Source: an optimization exercise on an open RTL-to-GDS flow (aim: small area and a short achievable clock period). Production flows keep margins and buffers that such runs may drop.
At most, simulation tests tie the RTL to the original design; equivalence was not proved.
No functional check of the RTL was part of run 1.
No activity file was given, so power comes from the tool's default toggle rates.

==> flow/design.v (outline; a module is shown in full before it is edited, if it fits) <==
// module reflex_core: 1622 lines
// module rc_fa: 4 lines
// module rc_ha: 4 lines
// module rc_pp: 3 lines
module reflex_core (
    input wire clk,
    input wire rst_n,
    input wire signed [15:0] z_pos,
    input wire signed [15:0] z_vel,
    input wire signed [15:0] kp_gain,
    input wire signed [15:0] kd_gain,
    input wire signed [15:0] vel_threshold,
    output wire signed [15:0] u_out,
    output reg guardian_active
);
  // ...
==> flow/flow/run.sh <==
#!/bin/bash
set -o pipefail
export BUFFER_PORTS_ARGS="-buffer_cell sky130_fd_sc_hd__buf_1"
export CTS_ARGS="-sink_clustering_enable -sink_clustering_size 40 -sink_clustering_max_diameter 150 -repair_clock_nets -root_buf sky130_fd_sc_hd__clkbuf_16 -buf_list sky130_fd_sc_hd__clkbuf_16"
bash standard.sh > standard.log 2>&1
status=$?
tail -n 40 standard.log
exit $status
==> flow/standard.sh <==
#!/bin/bash
# synth_recipe.tcl (not shown) runs the flow's synth.tcl, then flattens the netlist and writes it again
# the make line also repeats each setting of config.mk as NAME=value (left out here)
make -C /OpenROAD-flow-scripts/flow DESIGN_CONFIG=/design/flow/config.mk WORK_HOME=/design/flow/orfs CLKGATE_MAP_FILE= SYNTH_SCRIPT=/design/flow/synth_recipe.tcl "${@:-finish}"
==> flow/config.mk <==
export PLATFORM = sky130hd
export DESIGN_NAME = reflex_core
export DESIGN_NICKNAME = reflex_core
export VERILOG_FILES = /design/flow/design.v
export SDC_FILE = /design/flow/constraint.sdc
export NUM_CORES = 4
export LEC_CHECK = 0
export CAP_MARGIN = 20
export CORE_MARGIN = 2
export CORE_UTILIZATION = 40
export SETUP_SLACK_MARGIN = 3.5
export SLEW_MARGIN = 20
export SYNTH_HIERARCHICAL = 1
==> flow/constraint.sdc <==
create_clock -name core_clock -period 8.0 [get_ports {clk}]
set_input_delay 1.6000 -clock core_clock [delete_from_list [all_inputs] [get_ports {clk}]]
set_output_delay 1.6000 -clock core_clock [all_outputs]
set_load 0.01 [all_outputs]
==> metrics.cfg, run 1 <==
[critical_path]
crit_path_cells = or3_1 -> a222oi_1 -> o211ai_1 -> or4_4 -> nor4_4 -> o21a_1 -> and2_1 -> buf_2
crit_path_end_kind = primary output
critical-path-top-delay-family = simple AND/OR/NAND/NOR gates
critical_path_required_ns = 6.40
cpPeakStageDelay_ns = 0.61

[pwr]
ir_worst_vdd_mv = 0.334
power.internal_uw = 4160
power_density_nw_per_um2 = 462
p_switching_uw = 3670

[floorplanning]
core_sq_um = 37800
start_util_pct = 40.7

[clocking]
cts-buffers-inserted = 17
cts_resized = 37
post_cts_hold_buffer_count = 0
clkSlewWorstSetupHoldPaths_ns = 0.07
clockRootBuffer = clkbuf_16

[grt]
grt_start_max_net_pins = 20
first_global_vias = 11939

[yosys]
synth-seq-cells = 142
synth_compound_area_share_pct = 15.9
yosys_warnings = 7
synth_simple_gate_area_share_pct = 5.04
mappedNetlistNets = 1897
xor_xnor_fraction_of_synth_area_pct = 16.4

[final_layout]
final.signal_buffer_count = 112
final_util_pct = 45.0
top_area_cell_class = multi-input combinational cells
regs_by_ff_count = cs: 58 flops, zv: 17 flops, zp: 16 flops
antenna_cells_inserted = 0

[timing]
share_of_the_cycle_needed_by_the_critical_path_after_routing_pct = 57.6
unrepaired_setup_endpoints_after_global_routing = yes
fin_tns_setup_ns = 0

[detailed_routing]
detail_route.vias_per_cell = 5.71
met3WireLength_microns = 4330

[placement]
place_area_sq_um = 16200
routabilityCongestion = 0.974

[status]
status = complete, no violations

==> inputs of run 2 (changes only) <==
--- a/flow/design.v
+++ b/flow/design.v
@@ -4,19 +4,19 @@
     input wire signed [15:0] z_pos,
     input wire signed [15:0] z_vel,
     input wire signed [15:0] kp_gain,
     input wire signed [15:0] kd_gain,
     input wire signed [15:0] vel_threshold,
     output wire signed [15:0] u_out,
     output reg guardian_active
 );
-    wire [16:0] g_dif = {vel_threshold[15], vel_threshold} - {z_vel[15], z_vel};
-    wire [16:0] g_sum = {z_vel[15], z_vel} + {vel_threshold[15], vel_threshold};
-    wire g = g_dif[16] | (g_sum[16] & ~(vel_threshold == 16'h8000));
+    wire [15:0] g_zx = z_vel ^ {16{z_vel[15]}};
+    wire [16:0] g_cmp = {1'b0, g_zx} + {1'b0, ~vel_threshold} + {16'd0, z_vel[15]};
+    wire g = vel_threshold[15] ? ~((vel_threshold == 16'h8000) & (z_vel == 16'h8000)) : g_cmp[16];
     wire [7:0] bp_one_d, bp_two_d, bp_ngn_d;
     wire [7:0] bd_one_d, bd_two_d, bd_ngn_d;
     assign bp_one_d[0] = ~(kp_gain[0] ^ 1'b0);
     assign bp_two_d[0] = ~((kp_gain[1] & ~kp_gain[0] & ~1'b0) | (~kp_gain[1] & kp_gain[0] & 1'b0));
     assign bp_ngn_d[0] = ~kp_gain[1] & (kp_gain[0] | 1'b0);
     assign bp_one_d[1] = ~(kp_gain[2] ^ kp_gain[1]);
     assign bp_two_d[1] = ~((kp_gain[3] & ~kp_gain[2] & ~kp_gain[1]) | (~kp_gain[3] & kp_gain[2] & kp_gain[1]));
     assign bp_ngn_d[1] = ~kp_gain[3] & (kp_gain[2] | kp_gain[1]);
==> flow/flow/run.sh (replaced) <==
#!/bin/bash
set -o pipefail
export BUFFER_PORTS_ARGS="-buffer_cell sky130_fd_sc_hd__buf_1"
bash standard.sh > standard.log 2>&1
status=$?
tail -n 40 standard.log
exit $status
==> flow/config.mk (replaced) <==
export PLATFORM = sky130hd
export DESIGN_NAME = reflex_core
export DESIGN_NICKNAME = reflex_core
export VERILOG_FILES = /design/flow/design.v
export SDC_FILE = /design/flow/constraint.sdc
export NUM_CORES = 4
export LEC_CHECK = 0
export CAP_MARGIN = 20
export CORE_MARGIN = 2
export CORE_UTILIZATION = 40
export PLACE_DENSITY = 0.75
export SETUP_SLACK_MARGIN = 3.5
export SLEW_MARGIN = 20
export SYNTH_HIERARCHICAL = 1
==> run 2 against run 1 <==
Effect of this change: still clean; combinational power grew 4.7%; global-route usage is 0.25 points lower; final cell count is 0.78% lower; area after synthesis is 0.81% lower; sequential share of layout area grew 0.063 points; routed wire length shrank 0.66%; first-iteration DRC count is 20% higher; largest cell class unchanged.
==> metrics.cfg, run 2 <==
[yosys]
synth_compound_area_share_pct = 16.3  ; was 15.9%
netlist_top_cells_count = xnor2_1 (281), o22ai_1 (265), fa_1 (235)  ; was xnor2_1 (270), o22ai_1 (266), fa_1 (235)
synth_most_common_cell = xnor2_1  ; unchanged
yosys_warnings = 7  ; unchanged
synth_flop_cell = dfxtp_1  ; unchanged
post_synthesis_share_of_cell_area_spent_on_full_adders_half_adders_and_majority_gates_pct = 38.0  ; was 38.9%
async_flop_share_pct = 2.11  ; unchanged
post_synth_inst_count = 1466  ; was 1478
dominant_combinational_cell_family_by_area_after_synthesis = adder cells  ; unchanged
syn-cell-area_sq_um = 15200  ; was 15400 sq um
synth_top_area_share_pct = 30.9  ; was 30.6%
synth_simple_gate_area_share_pct = 4.58  ; was 5.04%
mappedNetlistNets = 1870  ; was 1897
netlist.top_cell.by_area = fa_1  ; unchanged
mean_instance_size_in_the_synthesized_netlist_sq_um = 10.4  ; about the same
synth.mux.area_fraction_pct = 1.11  ; was 1.05%
xor_xnor_fraction_of_synth_area_pct = 17.1  ; was 16.4%
synth-seq-cells = 142  ; unchanged
synth_area_leaders = fa_1 (31%), dfxtp_1 (18%), xnor2_1 (16%), o22ai_1 (11%), ha_1 (7.1%)  ; was fa_1 (31%), dfxtp_1 (18%), xnor2_1 (15%), o22ai_1 (11%), ha_1 (8.3%)
share_of_synthesized_area_occupied_by_flip_flops_and_latches_pct = 18.7  ; was 18.6%
synth_edf_count = 0  ; unchanged
post_synth_num_cell_types = 55  ; was 60

[critical_path]
data_arrival_time_of_the_critical_path_ns = 4.76  ; was 3.01 ns
critical_path_required_ns = 8.32  ; was 6.40 ns
r2r_setup_slack_ns = 3.57  ; was 3.58 ns
cpPeakStageDelay_ns = 0.77  ; was 0.61 ns
slowest_stage = dfxtp_1  ; was or4_4
crit_type = flip-flop to flip-flop  ; was flip-flop to primary output
crit_path_cells = xnor2_1 -> o22ai_1 -> fa_1 -> fa_1 -> fa_1 -> fa_1 -> fa_1 -> fa_1 -> ha_1  ; was or3_1 -> a222oi_1 -> o211ai_1 -> or4_4 -> nor4_4 -> o21a_1 -> and2_1 -> buf_2
cell_with_the_most_instances_on_the_worst_path = fa_1
rr_worst_depth = 9  ; unchanged
setup.worst_path.start_class = flip-flop  ; unchanged
crit_path_end_kind = flip-flop  ; was primary output
path_max_fanout = 8  ; was 4

[timing]
worst_hold_slack_ns = 0.348  ; was 0.353 ns
fin_tns_setup_ns = 0  ; unchanged
unrepaired_setup_endpoints_after_global_routing = no  ; was yes
largest_clock_skew_in_the_final_design_ns = 0.0119  ; was 0.0125 ns
share_of_the_cycle_needed_by_the_critical_path_after_routing_pct = 55.4  ; was 57.6%
report.final.setup_viol = 0  ; unchanged
tightest_slew_ns = 1.02  ; was 0.754 ns
clock_period_minus_final_worst_setup_slack_ns = 4.43  ; was 4.61 ns
final-max-slew-violation-count = 0  ; unchanged
max_freq_ghz = 0.226  ; was 0.217 GHz
hold_violations = 0  ; unchanged
layout_setup_ws_ns = 3.57  ; was 3.39 ns
relSlewSlack_pct = 32.3  ; was 49.7%

[pwr]
ir_worst_vdd_mv = 0.377  ; was 0.334 mV
power_density_nw_per_um2 = 479  ; was 462 nW/um^2
power.static_leakage_uw = 0.00643  ; was 0.00662 uW

[floorplanning]
start_util_pct = 40.6  ; was 40.7%
num_rows = 71  ; unchanged
top_level_ports = 99  ; unchanged
die-area_sq_um = 39700  ; was 40000 sq um
die_width_microns = 199  ; was 200 microns
core_sq_um = 37600  ; was 37800 sq um
die_height_microns = 199  ; was 200 microns

[hold_path]
worstHoldPathType = flip-flop to flip-flop  ; unchanged
min_path_cells = 0  ; unchanged

[grt]
grtUsageTotal_pct = 23.6  ; was 23.9%
wire_length_of_the_first_global_routing_pass_microns = 69900  ; was 70600 microns
grt_antenna_before_repair = 0  ; unchanged
grt-ovfl-total = 0  ; unchanged
grt_start_max_net_pins = 20  ; unchanged
first_global_vias = 11889  ; was 11939

[placement]
portBuffers = 98  ; unchanged
placed_cells_incl_taps = 2012  ; was 2025
routabilityCongestion = 0.992  ; was 0.974
worst_setup_slack_post_dpl_ns = 3.25  ; was 3.35 ns
hpwl_microns = 37600  ; was 38500 microns

[final_layout]
layout.nets = 1928  ; was 1959
largest_register_ff_count = 58  ; unchanged
layout.cells.non_filler = 2048  ; was 2064
post_route_cells_drive_above_1_share_pct = 8.20  ; was 7.34%
layout_commonest_cell = xnor2_1  ; unchanged
max_flop_register = cs  ; unchanged
fill_cells = 3513  ; was 3559
area_growth_pct = 10.8  ; was 10.5%
regs_by_ff_count = cs: 58 flops, zv: 17 flops, zp: 16 flops  ; unchanged
mostFrequentLayoutCells = xnor2_1 (281), o22ai_1 (265), fa_1 (235)  ; was xnor2_1 (270), o22ai_1 (266), fa_1 (235)
antenna_cells_inserted = 0  ; unchanged

[detailed_routing]
first_iter_violations = 1324  ; was 1103
totalWireLength_microns = 45500  ; was 45800 microns
routed-via-count = 11893  ; was 11778
drt_pre_antenna_iters = 9  ; was 7
wl_per_cell_microns = 22.2  ; about the same
detail-route-antenna-nets = 0  ; unchanged
detail_route.drc_violations = 0  ; unchanged
detail_route.vias_per_cell = 5.81  ; was 5.71

[clocking]
cts-buffers-inserted = 17  ; unchanged
cts.sink_count = 142  ; unchanged
cts-root-to-sink-buffers = 2  ; unchanged
clock_tree.htree_level_count = 4  ; unchanged
clock_latency_ns = 0.45  ; was 0.44 ns
cts_tree = done  ; unchanged
post_cts_hold_buffer_count = 0  ; unchanged
clockRootBuffer = clkbuf_16  ; unchanged
clkSlewWorstSetupHoldPaths_ns = 0.06  ; was 0.07 ns

[job]
cap_violations = 0  ; unchanged

[status]
status = complete, no violations  ; unchanged

-- run 2: cell count changes after synthesis, sizes merged, moves of 5 or more --
cell   previous run  this run
ha              102        87
mux2i            15         0
mux2              1        15
xnor2           270       281
a21oi            36        28
inv              97        92
-- run 2: worst max-delay path: cells and delay by family, from the launching register on --
kind | cells | cell delay, ns
AOI/OAI and AO/OA | 1 | 0.26
DFF | 1 | 0.77
xor gates and xnor gates | 1 | 0.21
adders and majority gates | 7 | 3.07
-- run 2: power by group --
part	internal [uW]	total (uW)	switching, uW	leakage [uW]
clock	460	806	346	0.000286
sequential	1080	1440	357	0.00120
combinational	2730	5850	3120	0.00494
total	4270	8090	3830	0.00643
-- run 2: stage by stage --
stage,cell area [sq um],power [uW],utilization (%)
3_5_place_dp,16000,7130,42.7
6_report,16900,8090,44.9
4_1_cts,16800,8030,44.6
5_1_grt,16900,8960,44.9
3_3_place_gp,16000,6830,42.7
2_1_floorplan,15200,5200,-
-- run 2: path summary, 6_finish.rpt --
kind                                 startpoint                        end
worst max register to register   zp[10]$_DFF_P_             cs[22]$_DFF_P_
max in group asynchronous                 rst_n  guardian_active$_DFF_PN0_
worst max-delay path             zp[10]$_DFF_P_             cs[22]$_DFF_P_
min in group asynchronous                 rst_n            vld_b$_DFF_PN0_
worst min-delay path            vld_a$_DFF_PN0_            vld_b$_DFF_PN0_
worst min register to register  vld_a$_DFF_PN0_            vld_b$_DFF_PN0_
-- run 2: per-layer routing --
metal | vias to the layer above | part of all wire (%) | track usage (%)
met5 | - | 0 | 0
met4 | 0 | 2.4 | 6.80
li1 | 5295 | - | -
met2 | 631 | 44 | 36.8
met1 | 5877 | 42 | 31.8
met3 | 90 | 11 | 7.19
-- run 2: area by class of cell --
type	count	area (sq um)	area share (%)
multi-input combinational	1159	11900	70.7
clock inverter	12	123	0.726
clock buffer	20	467	2.76
inverter	92	345	2.05
timing repair buffer	112	485	2.88
sequential	142	2900	17.1
tap	511	639	3.79
-- run 2: per-module statistics from Yosys, one instance, submodules excluded --
module       cells  times used  flip-flops and latches
rc_fa            1         232                       0
rc_pp            1         264                       0
rc_ha            1          16                       0
reflex_core    954           1                     142
-- run 2: cells by family (layout without fill, tap and decap cells) --
family                   after synthesis  count (layout)
AO/OA/AOI/OAI                        385             385
buffers and inverters                165             236
other                                  1               1
AND/OR/NAND/NOR                      138             138
XOR/XNOR                             298             298
multiplexers                          15              15
flip-flops                           142             142
adder cells (fa/ha/maj)              322             322
-- run 2: repair_timing --
action                     4_1_cts  5_1_grt
gates cloned                     0        0
gates resized for setup         40       29
setup endpoints to repair       33       31
buffers inserted                 1        3
pin swaps                        8        9
hold endpoints to repair         0        0
==> inputs of run 3 (changes only) <==
--- a/flow/config.mk
+++ b/flow/config.mk
@@ -9,5 +9,4 @@
 export CORE_MARGIN = 2
 export CORE_UTILIZATION = 40
-export PLACE_DENSITY = 0.75
 export SETUP_SLACK_MARGIN = 3.5
 export SLEW_MARGIN = 20
==> run 3 against run 2 <==
Effect of this change: still clean on timing, DRC and antenna; sequential power about the same; combinational power fell by 4.3%; sequential share of layout area grew 0.052 points; setup slack improved by 0.066 ns; global-route usage rose by 0.12 points; final cell count about the same; first-iteration DRC count down 26%; clock power fell by 8.2%; area after synthesis unchanged; clock-buffer cell count is the same; routed wire length fell by 1.0%; largest power group unchanged; highest routed layer unchanged.
==> metrics.cfg, run 3 <==
[final_layout]
area_growth_pct = 10.4  ; was 10.8%
layout.nets = 1930  ; was 1928
largest_register_ff_count = 58  ; unchanged
antenna_cells_inserted = 0  ; unchanged
seq_area_sq_um = 2900  ; unchanged
layout_commonest_cell = xnor2_1  ; unchanged
fill_cells = 3531  ; was 3513
multi_input_area_sq_um = 11900  ; about the same
regs_by_ff_count = cs: 58 flops, zv: 17 flops, zp: 16 flops  ; unchanged
max_flop_register = cs  ; unchanged
final_util_pct = 44.8  ; was 44.9%
mostFrequentLayoutCells = xnor2_1 (280), o22ai_1 (265), fa_1 (235)  ; was xnor2_1 (281), o22ai_1 (265), fa_1 (235)
post_route_cells_drive_above_1_share_pct = 8.25  ; was 8.20%

[detailed_routing]
routed-via-count = 11681  ; was 11893
detail_route.vias_per_cell = 5.70  ; was 5.81
drt_pre_antenna_iters = 7  ; was 9
totalWireLength_microns = 45000  ; was 45500 microns
wl_per_cell_microns = 22.0  ; was 22.2 microns
detail-route-antenna-nets = 0  ; unchanged
first_iter_violations = 978  ; was 1324
detail_route.drc_violations = 0  ; unchanged

[yosys]
synth-seq-cells = 142  ; unchanged
synth_area_leaders = fa_1 (31%), dfxtp_1 (18%), xnor2_1 (16%), o22ai_1 (11%), ha_1 (7.1%)  ; unchanged
netlist_top_cells_count = xnor2_1 (281), o22ai_1 (265), fa_1 (235)  ; unchanged
mappedNetlistNets = 1870  ; unchanged
mean_instance_size_in_the_synthesized_netlist_sq_um = 10.4  ; unchanged
yosys_warnings = 7  ; unchanged
synth_top_area_share_pct = 30.9  ; unchanged
synth_flop_cell = dfxtp_1  ; unchanged
synth_most_common_cell = xnor2_1  ; unchanged
post_synth_num_cell_types = 55  ; unchanged
share_of_synthesized_area_occupied_by_flip_flops_and_latches_pct = 18.7  ; unchanged
syn-cell-area_sq_um = 15200  ; unchanged
synth_edf_count = 0  ; unchanged
netlist.top_cell.by_area = fa_1  ; unchanged
post_synth_inst_count = 1466  ; unchanged
async_flop_share_pct = 2.11  ; unchanged

[timing]
largest_clock_skew_in_the_final_design_ns = 0.0169  ; was 0.0119 ns
share_of_the_cycle_needed_by_the_critical_path_after_routing_pct = 54.6  ; was 55.4%
relSlewSlack_pct = 31.7  ; was 32.3%
unrepaired_setup_endpoints_after_global_routing = no  ; unchanged
clock_period_minus_final_worst_setup_slack_ns = 4.37  ; was 4.43 ns
hold_violations = 0  ; unchanged
report.final.setup_viol = 0  ; unchanged
fin_tns_setup_ns = 0  ; unchanged
final-max-slew-violation-count = 0  ; unchanged
tightest_slew_ns = 1.02  ; about the same
max_freq_ghz = 0.229  ; was 0.226 GHz

[grt]
wire_length_of_the_first_global_routing_pass_microns = 70400  ; was 69900 microns
grt_antenna_before_repair = 0  ; unchanged
grt-ovfl-total = 0  ; unchanged
grtUsageTotal_pct = 23.8  ; was 23.6%
grt_start_max_net_pins = 20  ; unchanged
first_global_vias = 11978  ; was 11889

[floorplanning]
die_height_microns = 199  ; unchanged
die-area_sq_um = 39700  ; unchanged
start_util_pct = 40.6  ; unchanged
top_level_ports = 99  ; unchanged
num_rows = 71  ; unchanged
core_sq_um = 37600  ; unchanged
die_width_microns = 199  ; unchanged

[clocking]
post_cts_hold_buffer_count = 0  ; unchanged
clock_tree.htree_level_count = 4  ; unchanged
clkSlewWorstSetupHoldPaths_ns = 0.07  ; was 0.06 ns
clockRootBuffer = clkbuf_16  ; unchanged
clock_latency_ns = 0.44  ; was 0.45 ns
cts-buffers-inserted = 17  ; unchanged
cts.sink_count = 142  ; unchanged
cts-root-to-sink-buffers = 2  ; unchanged
cts_tree = done  ; unchanged

[critical_path]
setup.worst_path.start_class = flip-flop  ; unchanged
crit_path_end_kind = flip-flop  ; unchanged
critical_path_required_ns = 8.32  ; about the same
crit_type = flip-flop to flip-flop  ; unchanged
path_max_fanout = 8  ; unchanged
data_arrival_time_of_the_critical_path_ns = 4.68  ; was 4.76 ns

[status]
status = complete, no violations  ; unchanged

[pwr]
ir_worst_vdd_mv = 0.216  ; was 0.377 mV
power_density_nw_per_um2 = 462  ; was 479 nW/um^2
power.static_leakage_uw = 0.00642  ; was 0.00643 uW
power.total_uw = 7770  ; was 8090 uW

[hold_path]
worstHoldPathType = flip-flop to flip-flop  ; unchanged

[placement]
hpwl_microns = 37600  ; about the same
portBuffers = 98  ; unchanged
routabilityCongestion = 0.973  ; was 0.992

[job]
cap_violations = 0  ; unchanged

==> run 3: cell counts after synthesis <==
No cell type changed its count.
==> run 3: final cells by class <==
| cell class | instances | share of cell area, % |
|---|---|---|
| timing repair buffer | 114 | 2.97 |
| sequential | 142 | 17.2 |
| tap | 511 | 3.80 |
| inverter | 92 | 2.05 |
| clock inverter | 12 | 0.520 |
| multi-input combinational | 1159 | 70.9 |
| clock buffer | 20 | 2.59 |
==> run 3: power breakdown <==
group          switching (uW)  total (uW)  internal [uW]  leakage [uW]
Combinational            2960        5600           2640       0.00496
Sequential                356        1430           1080       0.00120
Clock                     341         740            399      0.000256
==> run 3: what timing repair did <==
action / 4_1_cts / 5_1_grt
buffers inserted: 2 / 6
resized for setup: 34 / 38
pin swaps: 6 / 12
setup endpoints to repair: 30 / 29
==> run 3: layer usage <==
metal | up-vias | GRT usage [%] | share of wire, %
met5 | - | 0 | 0
li1 | 5299 | - | -
met2 | 478 | 35.3 | 42
met3 | 75 | 7.70 | 10
met4 | 0 | 6.44 | 2.1
met1 | 5829 | 33.2 | 45
==> run 3: modules after synthesis, one instance, submodules excluded <==
module	area [sq um]	flip-flops and latches	times used	cells
rc_ha	12.5	0	16	1
rc_pp	6.26	0	264	1
rc_fa	20.0	0	232	1
reflex_core	8750	142	1	954
==> run 3: kinds of logic (layout without fill, tap and decap cells) <==
kind of cell               count (synthesis)  count (layout)  share of synthesized area (%)
buffers and inverters                    165             238                           4.10
xor gates and xnor gates                 298             298                           17.1
and+or+nand+nor                          138             138                           4.58
AOI/OAI and AO/OA                        385             385                           16.3
muxes                                     15              15                           1.11
other                                      1               1                         0.0246
adders and majority gates                322             322                           38.0
DFF                                      142             142                           18.7
==> run 3: final timing paths <==
kind / startpoint / endpoint / slack (ns) / cells after the start
setup / recovery: zp[7]$_DFF_P_ / cs[18]$_DFF_P_ / 3.63 / 9
hold / removal: vld_a$_DFF_PN0_ / vld_b$_DFF_PN0_ / 0.35 / 0
setup reg to reg: zp[7]$_DFF_P_ / cs[18]$_DFF_P_ / 3.63 / 9
hold reg to reg: vld_a$_DFF_PN0_ / vld_b$_DFF_PN0_ / 0.35 / 0
max in group asynchronous: rst_n / guardian_active$_DFF_PN0_ / 6.63 / 1
min in group asynchronous: rst_n / vld_a$_DFF_PN0_ / 1.07 / 1
==> run 3: worst max-delay path, cell delays in order, from the launching register on <==
cell     delay (ns)
dfxtp_1        0.75
xnor2_1        0.21
o22ai_1        0.29
fa_1           0.48
fa_1           0.51
fa_1           0.43
fa_1           0.39
fa_1           0.51
fa_1           0.41
ha_1           0.27
==> run 3: per-stage QoR <==
step	hold WS [ns]	instances	worst slack (ns)	area [sq um]
final	0.354	2050	3.63	16800
after global routing	0.376	2050	3.50	16800
after CTS	0.359	2044	3.50	16700
after detailed placement	0.344	2010	3.37	16000
after global placement	0.339	2010	3.41	16000
after floorplan	0.331	1466	3.58	15200
==> inputs of run 4 (changes only) <==
--- a/flow/config.mk
+++ b/flow/config.mk
@@ -9,5 +9,5 @@
 export CORE_MARGIN = 2
 export CORE_UTILIZATION = 40
-export SETUP_SLACK_MARGIN = 3.5
+export SETUP_SLACK_MARGIN = 3.7
 export SLEW_MARGIN = 20
 export SYNTH_HIERARCHICAL = 1
==> run 4 against run 3 <==
Effect of this change: still clean; sequential power hardly changed; cell area up 2.7%; sequential share of layout area hardly changed; non-clock buffer count up 17; setup slack improved by 0.027 ns; combinational power grew 3%; area after synthesis is the same; hold slack got worse by 0.0020 ns; flip-flop and latch count stayed put; maximum frequency increased by 0.63%; clock power is 4.2% higher; register-to-register slack better by 0.16 ns; critical endpoint is now u_out[1].
==> metrics.cfg, run 4 <==
[final_layout]
post_route_cells_drive_above_1_share_pct = 13.2  ; was 8.25%
layout.nets = 1947  ; was 1930
area_growth_pct = 13.4  ; was 10.4%
regs_by_ff_count = cs: 58 flops, zv: 17 flops, zp: 16 flops  ; unchanged
final_util_pct = 46.0  ; was 44.8%
layout_commonest_cell = xnor2_1  ; unchanged
largest_register_ff_count = 58  ; unchanged
mostFrequentLayoutCells = xnor2_1 (277), o22ai_1 (263), fa_1 (235)  ; was xnor2_1 (280), o22ai_1 (265), fa_1 (235)
max_flop_register = cs  ; unchanged
finish.instance_area_sq_um = 17300  ; was 16800 sq um
antenna_cells_inserted = 0  ; unchanged

[timing]
share_of_the_cycle_needed_by_the_critical_path_after_routing_pct = 54.2  ; was 54.6%
relSlewSlack_pct = 31.4  ; was 31.7%
largest_clock_skew_in_the_final_design_ns = 0.0183  ; was 0.0169 ns
tightest_slew_ns = 1.03  ; was 1.02 ns
max_freq_ghz = 0.230  ; was 0.229 GHz
fin_tns_setup_ns = 0  ; unchanged
clock_period_minus_final_worst_setup_slack_ns = 4.34  ; was 4.37 ns
hold_violations = 0  ; unchanged
unrepaired_setup_endpoints_after_global_routing = yes  ; was no
report.final.setup_viol = 0  ; unchanged
final-max-slew-violation-count = 0  ; unchanged

[detailed_routing]
drt_pre_antenna_iters = 5  ; was 7
detail_route.vias_per_cell = 5.70  ; about the same
detail-route-antenna-nets = 0  ; unchanged
detail_route.drc_violations = 0  ; unchanged
wl_per_cell_microns = 21.6  ; was 22.0 microns
first_iter_violations = 845  ; was 978
totalWireLength_microns = 44700  ; was 45000 microns
routed-via-count = 11769  ; was 11681

[pwr]
power.total_uw = 8010  ; was 7770 uW
power.static_leakage_uw = 0.00659  ; was 0.00642 uW
power_density_nw_per_um2 = 463  ; was 462 nW/um^2
ir_worst_vdd_mv = 0.236  ; was 0.216 mV

[grt]
grt_antenna_before_repair = 1  ; was 0
wire_length_of_the_first_global_routing_pass_microns = 70200  ; was 70400 microns
grt_start_max_net_pins = 20  ; unchanged
grtUsageTotal_pct = 23.7  ; was 23.8%
first_global_vias = 11965  ; was 11978
grt-ovfl-total = 0  ; unchanged

[yosys]
netlist_top_cells_count = xnor2_1 (281), o22ai_1 (265), fa_1 (235)  ; unchanged
syn-cell-area_sq_um = 15200  ; unchanged
synth_area_leaders = fa_1 (31%), dfxtp_1 (18%), xnor2_1 (16%), o22ai_1 (11%), ha_1 (7.1%)  ; unchanged
async_flop_share_pct = 2.11  ; unchanged
netlist.top_cell.by_area = fa_1  ; unchanged
xor_xnor_fraction_of_synth_area_pct = 17.1  ; unchanged
mean_instance_size_in_the_synthesized_netlist_sq_um = 10.4  ; unchanged
post_synth_num_cell_types = 55  ; unchanged
post_synthesis_share_of_cell_area_spent_on_full_adders_half_adders_and_majority_gates_pct = 38.0  ; unchanged
synth_simple_gate_area_share_pct = 4.58  ; unchanged
post_synth_inst_count = 1466  ; unchanged
synth.mux.area_fraction_pct = 1.11  ; unchanged
synth_flop_cell = dfxtp_1  ; unchanged
synth_top_area_share_pct = 30.9  ; unchanged
yosys_warnings = 7  ; unchanged
synth_most_common_cell = xnor2_1  ; unchanged
share_of_synthesized_area_occupied_by_flip_flops_and_latches_pct = 18.7  ; unchanged
mappedNetlistNets = 1870  ; unchanged
dominant_combinational_cell_family_by_area_after_synthesis = adder cells  ; unchanged
synth-seq-cells = 142  ; unchanged
synth_compound_area_share_pct = 16.3  ; unchanged
synth_edf_count = 0  ; unchanged

[clocking]
cts-buffers-inserted = 17  ; unchanged
cts-root-to-sink-buffers = 2  ; unchanged
clock_latency_ns = 0.46  ; was 0.44 ns
cts.sink_count = 142  ; unchanged
cts_tree = done  ; unchanged
clock_tree.htree_level_count = 4  ; unchanged
clockRootBuffer = clkbuf_16  ; unchanged
clkSlewWorstSetupHoldPaths_ns = 0.07  ; about the same

[floorplanning]
start_util_pct = 40.6  ; unchanged
die_height_microns = 199  ; unchanged
top_level_ports = 99  ; unchanged
die_width_microns = 199  ; unchanged
num_rows = 71  ; unchanged
die-area_sq_um = 39700  ; unchanged
core_sq_um = 37600  ; unchanged

[placement]
portBuffers = 98  ; unchanged
place_area_sq_um = 16000  ; unchanged
hpwl_microns = 37400  ; was 37600 microns
routabilityCongestion = 0.957  ; was 0.973

[critical_path]
r2r-start = bd_ngn[2]$_DFF_P_  ; was zp[7]$_DFF_P_
critical_path_required_ns = 6.40  ; was 8.32 ns
path_max_fanout = 4  ; was 8
crit_type = flip-flop to primary output  ; was flip-flop to flip-flop
crit_path_end_kind = primary output  ; was flip-flop
worst_setup_path_startpoint = cs[57]$_DFF_P_  ; was zp[7]$_DFF_P_
setup.worst_path.start_class = flip-flop  ; unchanged
data_arrival_time_of_the_critical_path_ns = 2.74  ; was 4.68 ns

[job]
cap_violations = 0  ; unchanged

[hold_path]
worstHoldPathType = flip-flop to flip-flop  ; unchanged
hold_start = vld_a$_DFF_PN0_  ; unchanged

[status]
status = complete, no violations  ; unchanged

==> run 4: cell counts after synthesis <==
Identical to the previous run, type by type.
==> run 4: area by class of cell <==
| type | instances | area (sq um) |
|---|---|---|
| clock buffers | 19 | 433 |
| multi-input cells | 1159 | 12100 |
| repair buffers | 131 | 707 |
| clock inverters | 12 | 114 |
| fillers | 3527 | 20300 |
| inverters | 92 | 345 |
| well taps | 511 | 639 |
| flip-flops and latches | 142 | 2970 |
==> run 4: final timing paths <==
path | cells after the start | endpoint | slack (ns)
setup / recovery | 10 | u_out[1] | 3.66
hold / removal | 0 | vld_b$_DFF_PN0_ | 0.35
setup reg to reg | 10 | cs[24]$_DFF_P_ | 3.79
hold reg to reg | 0 | vld_b$_DFF_PN0_ | 0.35
max in group asynchronous | 1 | guardian_active$_DFF_PN0_ | 6.64
min in group asynchronous | 1 | vld_a$_DFF_PN0_ | 1.06
==> run 4: report_power, final <==
part / internal (uW) / switching [uW]
clock: 429 / 342
sequential: 1090 / 360
combinational: 2730 / 3060
total: 4250 / 3760
==> run 4: cells by family after synthesis <==
family                     Yosys count
xor gates and xnor gates           298
AOI/OAI and AO/OA                  385
buffers and inverters              165
and+or+nand+nor                    138
DFF                                142
adders and majority gates          322
muxes                               15
other                                1
==> run 4: layer usage <==
metal / track usage (%) / share of wire (%) / vias to the layer above
li1: - / - / 5335
met1: 34.1 / 47 / 5903
met2: 35.8 / 43 / 467
met3: 5.32 / 8.6 / 64
met4: 6.36 / 1.9 / 0
met5: 0 / 0 / -
==> run 4: worst max-delay path, stage by stage (launching register included) <==
cell and delay [ns]:
dfxtp_1 0.33, a21o_1 0.18, a21o_1 0.20, ha_4 0.16
nor2_2 0.14, xnor2_2 0.10, or4_4 0.52, and2_4 0.18
o21a_1 0.20, and2_1 0.16, buf_2 0.13
==> run 4: per-module statistics from Yosys (local to each module, per instance) <==
module	cells	flops+latches	area [sq um]
reflex_core	954	142	8750
rc_pp	1	0	6.26
rc_ha	1	0	12.5
rc_fa	1	0	20.0
==> run 4: what timing repair did <==
item                                    CTS  global route
pin swaps                                15            20
gates resized for setup                  77            89
buffers inserted                          9            16
hold endpoints to repair                  0             0
endpoints found under the setup margin   39            29
hold buffers                              0             0
==> run 4: per-stage QoR <==
step	hold WS, ns	setup WS, ns	cells
6_report	0.352	3.66	2066
5_1_grt	0.369	3.56	2066
4_1_cts	0.355	3.59	2050
3_5_place_dp	0.339	3.31	2010
3_3_place_gp	0.337	3.32	2010
2_1_floorplan	0.331	3.73	1466
==> inputs of run 5 (changes only) <==
--- a/flow/config.mk
+++ b/flow/config.mk
@@ -9,5 +9,5 @@
 export CORE_MARGIN = 2
 export CORE_UTILIZATION = 40
-export SETUP_SLACK_MARGIN = 3.7
+export SETUP_SLACK_MARGIN = 3.6
 export SLEW_MARGIN = 20
 export SYNTH_HIERARCHICAL = 1
==> run 5 against run 4 <==
Effect of this change: non-clock buffer count is 13 lower; combinational power is 2% lower; area after synthesis stayed put; critical path type unchanged; synthesized cell count stayed put; critical endpoint is now u_out[5]; hold slack hardly changed; core utilization is 0.55 points lower; critical path depth is 1 higher; final cell count is 0.58% lower; clock power is 1% higher; register-to-register slack worse by 0.02 ns; still clean.
==> metrics.cfg, run 5 <==
[status]
status = complete, no violations  ; unchanged

[final_layout]
multi_input_area_sq_um = 12000  ; was 12100 sq um
max_flop_register = cs  ; unchanged
layout.nets = 1934  ; was 1947
area_growth_pct = 12.1  ; was 13.4%
regs_by_ff_count = cs: 58 flops, zv: 17 flops, zp: 16 flops  ; unchanged
antenna_cells_inserted = 0  ; unchanged
seq_area_sq_um = 2950  ; was 2970 sq um
largest_register_ff_count = 58  ; unchanged
fill_cells = 3556  ; was 3527
layout_commonest_cell = xnor2_1  ; unchanged
mostFrequentLayoutCells = xnor2_1 (279), o22ai_1 (265), fa_1 (235)  ; was xnor2_1 (277), o22ai_1 (263), fa_1 (235)
post_route_cells_drive_above_1_share_pct = 11.2  ; was 13.2%

[clocking]
clockRootBuffer = clkbuf_16  ; unchanged
clkSlewWorstSetupHoldPaths_ns = 0.06  ; was 0.07 ns
clock_latency_ns = 0.45  ; was 0.46 ns
clock_tree.htree_level_count = 4  ; unchanged
cts_tree = done  ; unchanged
cts.sink_count = 142  ; unchanged
post_cts_hold_buffer_count = 0  ; unchanged
cts-root-to-sink-buffers = 2  ; unchanged
cts-buffers-inserted = 17  ; unchanged

[grt]
grtUsageTotal_pct = 23.6  ; was 23.7%
grt_start_max_net_pins = 20  ; unchanged
wire_length_of_the_first_global_routing_pass_microns = 69700  ; was 70200 microns
grt-ovfl-total = 0  ; unchanged
grt_antenna_before_repair = 0  ; was 1
first_global_vias = 11968  ; was 11965

[detailed_routing]
totalWireLength_microns = 44700  ; about the same
wl_per_cell_microns = 21.8  ; was 21.6 microns
detail_route.vias_per_cell = 5.65  ; was 5.70
drt_pre_antenna_iters = 5  ; unchanged
detail_route.drc_violations = 0  ; unchanged
detail-route-antenna-nets = 0  ; unchanged
routed-via-count = 11615  ; was 11769
first_iter_violations = 811  ; was 845

[placement]
routabilityCongestion = 0.936  ; was 0.957
worst_setup_slack_post_dpl_ns = 3.37  ; was 3.31 ns
portBuffers = 98  ; unchanged
hpwl_microns = 37600  ; was 37400 microns

[pwr]
power_density_nw_per_um2 = 464  ; was 463 nW/um^2
power.static_leakage_uw = 0.00650  ; was 0.00659 uW
ir_worst_vdd_mv = 0.243  ; was 0.236 mV

[floorplanning]
core_sq_um = 37600  ; unchanged
num_rows = 71  ; unchanged
top_level_ports = 99  ; unchanged
die-area_sq_um = 39700  ; unchanged
die_height_microns = 199  ; unchanged
start_util_pct = 40.6  ; unchanged
die_width_microns = 199  ; unchanged

[yosys]
mean_instance_size_in_the_synthesized_netlist_sq_um = 10.4  ; unchanged
synth_area_leaders = fa_1 (31%), dfxtp_1 (18%), xnor2_1 (16%), o22ai_1 (11%), ha_1 (7.1%)  ; unchanged
mappedNetlistNets = 1870  ; unchanged
yosys_warnings = 7  ; unchanged
netlist_top_cells_count = xnor2_1 (281), o22ai_1 (265), fa_1 (235)  ; unchanged
netlist.top_cell.by_area = fa_1  ; unchanged
synth_edf_count = 0  ; unchanged
synth_most_common_cell = xnor2_1  ; unchanged
post_synth_inst_count = 1466  ; unchanged
async_flop_share_pct = 2.11  ; unchanged
synth_top_area_share_pct = 30.9  ; unchanged
share_of_synthesized_area_occupied_by_flip_flops_and_latches_pct = 18.7  ; unchanged
synth-seq-cells = 142  ; unchanged
post_synth_num_cell_types = 55  ; unchanged
syn-cell-area_sq_um = 15200  ; unchanged
synth_flop_cell = dfxtp_1  ; unchanged

[critical_path]
crit_type = flip-flop to primary output  ; unchanged
path_max_fanout = 8  ; was 4
critical_path_required_ns = 6.40  ; about the same
crit_path_end_kind = primary output  ; unchanged
cpPeakStageDelay_ns = 0.37  ; was 0.52 ns
slowest_stage = o31ai_2  ; was or4_4
crit_path_cells = ha_4 -> nor4_4 -> a211oi_2 -> o31ai_2 -> o221ai_1 -> a21oi_2 -> buf_6 -> nand3_4 -> o21ai_4 -> o21a_1 -> buf_2  ; was a21o_1 -> a21o_1 -> ha_4 -> nor2_2 -> xnor2_2 -> or4_4 -> and2_4 -> o21a_1 -> and2_1 -> buf_2
setup.worst_path.start_class = flip-flop  ; unchanged
data_arrival_time_of_the_critical_path_ns = 2.74  ; about the same

[timing]
largest_clock_skew_in_the_final_design_ns = 0.0202  ; was 0.0183 ns
relSlewSlack_pct = 31.8  ; was 31.4%
tightest_slew_ns = 1.02  ; was 1.03 ns
unrepaired_setup_endpoints_after_global_routing = yes  ; unchanged
hold_violations = 0  ; unchanged
layout_setup_ws_ns = 3.66  ; about the same
report.final.setup_viol = 0  ; unchanged
max_freq_ghz = 0.231  ; was 0.230 GHz
fin_tns_setup_ns = 0  ; unchanged
final-max-slew-violation-count = 0  ; unchanged
clock_period_minus_final_worst_setup_slack_ns = 4.34  ; about the same
share_of_the_cycle_needed_by_the_critical_path_after_routing_pct = 54.2  ; about the same

[job]
cap_violations = 0  ; unchanged

[hold_path]
worstHoldPathType = flip-flop to flip-flop  ; unchanged

run 5: cell counts after synthesis:
No cell type changed its count.
run 5: repair_timing:
item,CTS,global route
buffers inserted,9,4
resized for setup,59,72
pin swaps,15,22
endpoints found under the setup margin,35,30
run 5: path summary, 6_finish.rpt:
check                                   from                   endpoint  slack (ns)  cells after the start
setup reg to reg           bd_ngn[2]$_DFF_P_             cs[24]$_DFF_P_        3.77                     10
max in group asynchronous              rst_n            vld_a$_DFF_PN0_        6.66                      1
setup / recovery              cs[30]$_DFF_P_                   u_out[5]        3.66                     11
hold reg to reg              vld_a$_DFF_PN0_            vld_b$_DFF_PN0_        0.35                      0
min in group asynchronous              rst_n  guardian_active$_DFF_PN0_        1.05                      1
hold / removal               vld_a$_DFF_PN0_            vld_b$_DFF_PN0_        0.35                      0
run 5: routing by layer:
metal / share of wire [%] / global-route usage [%] / routed length, microns / vias to the layer above
li1: - / - / - / 5318
met1: 47 / 33.6 / 20900 / 5794
met2: 43 / 35.1 / 19100 / 438
met3: 8.6 / 6.55 / 3840 / 65
met4: 2.0 / 6.52 / 875 / 0
met5: 0 / 0 / 0 / -
run 5: power breakdown:
group,internal [uW],switching (uW)
sequential,1090,361
combinational,2700,3000
clock,430,349
run 5: kinds of logic (layout without fill, tap and decap cells):
kind of cell             count (synthesis)  count (layout)  synth area share, %
AO/OA/AOI/OAI                          385             385                 16.3
adder cells (fa/ha/maj)                322             322                 38.0
XOR/XNOR                               298             298                 17.1
buffers and inverters                  165             242                 4.10
flip-flops                             142             142                 18.7
AND/OR/NAND/NOR                        138             138                 4.58
multiplexers                            15              15                 1.11
other                                    1               1               0.0246
run 5: layout make-up:
class | instances | area share, %
multi-input combinational | 1159 | 70.4
sequential | 142 | 17.3
tap | 511 | 3.74
timing repair buffer | 118 | 3.24
clock buffer | 21 | 2.75
inverter | 92 | 2.02
clock inverter | 11 | 0.579
run 5: Yosys stat by module (local to each module, per instance):
module | cells | cell area, sq um | flops+latches | copies in the design
rc_ha | 1 | 12.5 | 0 | 16
rc_fa | 1 | 20.0 | 0 | 232
rc_pp | 1 | 6.26 | 0 | 264
reflex_core | 954 | 8750 | 142 | 1
run 5: per-stage QoR:
stage / std cells / hold WS (ns) / area [sq um] / utilization (%) / power, uW
after detailed placement: 2009 / 0.340 / 16000 / 42.6 / 6970
after global placement: 2009 / 0.338 / 16000 / 42.6 / 6770
after global routing: 2054 / 0.369 / 17100 / 45.5 / 8990
after floorplan: 1466 / 0.331 / 15300 / - / 5200
final: 2054 / 0.353 / 17100 / 45.5 / 7930
after CTS: 2050 / 0.355 / 16900 / 44.9 / 7910
run 5: worst max-delay path, delay by kind of cell (launching register included):
family | cells | cell delay (ns)
adder cells (fa/ha/maj) | 1 | 0.17
flip-flops | 1 | 0.36
AND/OR/NAND/NOR | 2 | 0.40
AO/OA/AOI/OAI | 6 | 1.12
buffers and inverters | 2 | 0.25

-- static timing again, ports no longer ideal --
Ports are ideal in the flow. The routed layouts listed here were re-timed in OpenROAD. Step 1 assumes that a clkbuf_16 drives the clock port and a buf_2 every other input. Step 2 moves the port delays by t, midway between the first and last clock arrival at a register: inputs arrive t later, outputs are due t later. That takes back most of the time a late clock gives input paths. a / b / c = ideal / step 1 / step 2; a / b = the first two.
run	t, ns	setup WS [ns]	latest minus earliest clock arrival (ns)
run 1	0.486	3.395 / 3.346 / 3.578	0.012 / 0.012
run 2	0.490	3.567 / 3.562 / 3.567	0.012 / 0.011
run 3	0.481	3.633 / 3.590 / 3.633	0.019 / 0.018
run 4	0.494	3.661 / 3.612 / 3.685	0.020 / 0.021
run 5	0.492	3.663 / 3.616 / 3.712	0.020 / 0.020
After both steps setup and hold are still met in every run listed.
